What follows belongs to an exercise in optimizing a design on an open flow for small area; a production flow would make more cautious choices.
Function was checked by simulation only, so behaviour that the tests miss may differ from the original.
No activity file was given, so power comes from the tool's default toggle rates.

== run 1 ==
## BobTop
module BobTop (
	clock,
	reset,
	rx,
	runway_override,
	emergency_override,
	tx,
	framing_error,
	runway_active,
	emergency,
	receiving,
	sending
);
	input wire clock;
	input wire reset;
	input wire rx;
	input wire [1:0] runway_override;
	input wire emergency_override;
	output reg tx;
	output wire framing_error;
	output wire [1:0] runway_active;
	output wire emergency;
	output wire receiving;
	output wire sending;
	reg [1:0] ro_temp;
	reg [1:0] ro_sync;
	reg eo_temp;
	reg eo_sync;
	always @(posedge clock) begin
		ro_temp <= runway_override;
		eo_temp <= emergency_override;
		ro_sync <= ro_temp;
		eo_sync <= eo_temp;
	end
	localparam [7:0] B0 = 8'h00;
	localparam [7:0] B108 = 8'h48;
	localparam [7:0] B217 = 8'h73;
	localparam [3:0] R_IDLE = 4'd0;
	localparam [3:0] R_START = 4'd1;
	localparam [3:0] R_D0 = 4'd2;
	localparam [3:0] R_D7 = 4'd9;
	localparam [3:0] R_STOP = 4'd10;
	localparam [3:0] R_FERR = 4'd11;
	localparam [3:0] R_IDLE8 = 4'd12;
	localparam [3:0] R_START8 = 4'd13;
	reg [7:0] rxb;
	reg [3:0] rph;
	reg [7:0] rdata;
	wire rtick = rxb == B217;
	wire r_idle = (rph == R_IDLE) | (rph == R_IDLE8);
	wire r_data = (rph >= R_D0) && (rph <= R_D7);
	wire r_stop = rph == R_STOP;
	wire r_ferr = rph == R_FERR;
	always @(posedge clock)
		if (reset | rtick)
			rxb <= B0;
		else if (r_idle & ~rx)
			rxb <= B108;
		else
			rxb <= {rxb[6:0], ~(rxb[7] ^ rxb[5] ^ rxb[4] ^ rxb[3])};
	always @(posedge clock)
		if (reset)
			rph <= R_IDLE;
		else
			case (rph)
				R_IDLE:
					if (~rx)
						rph <= R_START;
				R_IDLE8:
					if (~rx)
						rph <= R_START8;
				R_START:
					if (rtick)
						rph <= rx ? R_IDLE : R_D0;
				R_START8:
					if (rtick)
						rph <= rx ? R_IDLE8 : R_STOP;
				R_STOP:
					if (rtick)
						rph <= rx ? R_IDLE : R_FERR;
				R_FERR:
					if (~rtick)
						rph <= R_IDLE8;
					else if (rx)
						rph <= R_IDLE;
				default:
					if (rtick)
						rph <= rph + 4'd1;
			endcase
	always @(posedge clock)
  ...
Settings: LEC_CHECK=0, CAP_MARGIN=20, CORE_MARGIN=2, CORE_UTILIZATION=45, CTS_BUF_LIST=sky130_fd_sc_hd__clkbuf_4, CTS_CLUSTER_DIAMETER=50, CTS_CLUSTER_SIZE=10, SLEW_MARGIN=20; clock period 40.0 ns.
run.sh (not shown) runs the stock make flow with config.mk's settings and CLKGATE_MAP_FILE= SYNTH_SCRIPT=/design/flow/synth_recipe.tcl, a recipe that flattens the netlist after the stock synthesis.
Run 1 | stages: all done | timing, DRC, antenna: all pass
Inputs modified between run 1 and run 2:
==> flow/flow/run.sh (new file) <==
#!/bin/bash
# Own flow: the standard synthesis, then an area-oriented re-mapping of its
# combinational logic (registers kept as they are), then the standard layout.
# Each tool's output goes to a log file of its own in this folder.
set -euo pipefail
W=$(pwd)
R=$W/orfs/results/${FLOW_PLATFORM}/BobTop/base
L=$W/orfs/logs/${FLOW_PLATFORM}/BobTop/base
LIB=$FLOW_HOME/platforms/${FLOW_PLATFORM}/lib/sky130_fd_sc_hd__tt_025C_1v80.lib
YOSYS=$FLOW_HOME/../tools/install/yosys/bin/yosys
[[ -x $YOSYS ]] || YOSYS=yosys

bash standard.sh synth > $W/flow_synth.log 2>&1

# re-map the combinational logic for area
cp $R/1_2_yosys.v $W/synth_standard.v
DU=$(grep -m1 "abc -script" $L/1_2_yosys.log | grep -o -- "-dont_use [^ ]*" | tr '\n' ' ')
sed "s|@LIB@|$LIB|g; s|@DU@|$DU|g; s|@IN@|$W/synth_standard.v|g; s|@OUT@|$W/synth_resyn.v|g; s|@ABC@|$W/flow/area.abc|g" \
  flow/resyn.ys > $W/resyn.ys
$YOSYS -s $W/resyn.ys > $W/flow_resyn.log 2>&1
cp $W/synth_resyn.v $R/1_2_yosys.v

# clock tree of small buffers without dummy loads; port buffers of the
# smallest buffer
CTS="-sink_clustering_enable -repair_clock_nets -dont_use_dummy_load"
CTS="$CTS -sink_clustering_size 10 -sink_clustering_max_diameter 50"
CTS="$CTS -buf_list sky130_fd_sc_hd__clkbuf_4"
bash standard.sh "CTS_ARGS=$CTS" "BUFFER_PORTS_ARGS=-buffer_cell sky130_fd_sc_hd__buf_1" finish > $W/flow_finish.log 2>&1
==> flow/flow/area.abc (new file) <==
strash
dc2
&get -n
&deepsyn -T 60 -S 7
&dch -f
&nf -a -R 2000 -E 1000
&put
==> flow/flow/resyn.ys (new file) <==
read_liberty -ignore_miss_func @LIB@
blackbox sky130_fd_sc_hd__*df* sky130_fd_sc_hd__*dl* sky130_fd_sc_hd__conb*
read_verilog @IN@
hierarchy -top BobTop
stat -liberty @LIB@
flatten
opt -purge
abc -liberty @LIB@ @DU@ -script @ABC@
read_liberty -lib -overwrite @LIB@
hierarchy -top BobTop
opt_clean -purge
hilomap -singleton -hicell sky130_fd_sc_hd__conb_1 HI -locell sky130_fd_sc_hd__conb_1 LO
insbuf -buf sky130_fd_sc_hd__buf_4 A X
splitnets
opt_clean -purge
check -assert
stat -liberty @LIB@
write_verilog -noattr -noexpr -nohex -nodec @OUT@
==> flow/standard.sh (new file) <==
#!/bin/bash
# synth_recipe.tcl (not shown) runs the flow's synth.tcl, then flattens the netlist and writes it again
# the make line also repeats each setting of config.mk as NAME=value (left out here)
make -C /OpenROAD-flow-scripts/flow DESIGN_CONFIG=/design/flow/config.mk WORK_HOME=/design/flow/orfs CLKGATE_MAP_FILE= SYNTH_SCRIPT=/design/flow/synth_recipe.tcl "${@:-finish}"
removed: flow/run.sh
[summary]
Looking at maximum frequency, run 2 sits 0.0033 GHz higher than run 1 does.
Comparing run 2 and run 1, the lower sequential power share is on run 1.
Run 2 improves on run 1 in post-route standard cell area excluding fillers.
### run 2 -> run 3
# run 2
export LEC_CHECK = 0
export CAP_MARGIN = 20
export CORE_MARGIN = 2
export CORE_UTILIZATION = 45
export CTS_BUF_LIST = sky130_fd_sc_hd__clkbuf_4
export CTS_CLUSTER_DIAMETER = 50
export CTS_CLUSTER_SIZE = 10
export SLEW_MARGIN = 20
create_clock -name core_clock -period 40.0 [get_ports {clock}]
# run 3
export LEC_CHECK = 0
export CAP_MARGIN = 20
export CORE_MARGIN = 2
export CORE_UTILIZATION = 45
export CTS_BUF_LIST = sky130_fd_sc_hd__clkbuf_8
export CTS_CLUSTER_DIAMETER = 60
export CTS_CLUSTER_SIZE = 16
export SLEW_MARGIN = 20
create_clock -name core_clock -period 40.0 [get_ports {clock}]
==> flow/run.sh (new file) <==
#!/bin/bash
# synth_recipe.tcl (not shown) runs the flow's synth.tcl, then flattens the netlist and writes it again
# the make line also repeats each setting of config.mk as NAME=value (left out here)
make -C /OpenROAD-flow-scripts/flow DESIGN_CONFIG=/design/flow/config.mk WORK_HOME=/design/flow/orfs CLKGATE_MAP_FILE= SYNTH_SCRIPT=/design/flow/synth_recipe.tcl finish
removed: flow/flow/run.sh
removed: flow/flow/area.abc
removed: flow/flow/resyn.ys
removed: flow/standard.sh
Findings:
The setup slack at placement in run 3 sits 0.97 ns below the value recorded for run 2. The die used by run 3 is larger than the one used by run 2. Sort run 2 and run 3 by wire length of the first global-routing pass asc -> top: run 2.

afterwards: timing with drivers on the ports:
The results above use ideal ports. As a check the final layouts listed here were re-extracted and re-timed, cells and wires unchanged. Step 1 assumes that a clkbuf_16 drives the clock port and a buf_2 every other input. Step 2, shift: input delay + t, output delay - t, t = (earliest + latest rising clock arrival at the registers) / 2. This alone moves slack from input paths to output paths. Slacks: ideal ports / drivers / drivers and shift; pairs: ideal ports / drivers.
| run | shift t [ns] | slack for setup (ns) | pins driven straight from the clock port |
|---|---|---|---|
| run 1 | 0.704 | 22.504 / 22.485 / 22.485 | 1 |
| run 2 | 0.679 | 23.468 / 23.449 / 23.449 | 1 |
| run 3 | 0.579 | 22.488 / 22.468 / 22.468 | 1 |
After both steps setup and hold are still met in every run listed. The setup slack of run 3, which loses most, moves by -0.020 ns with the drivers and by -0.020 ns with both steps.
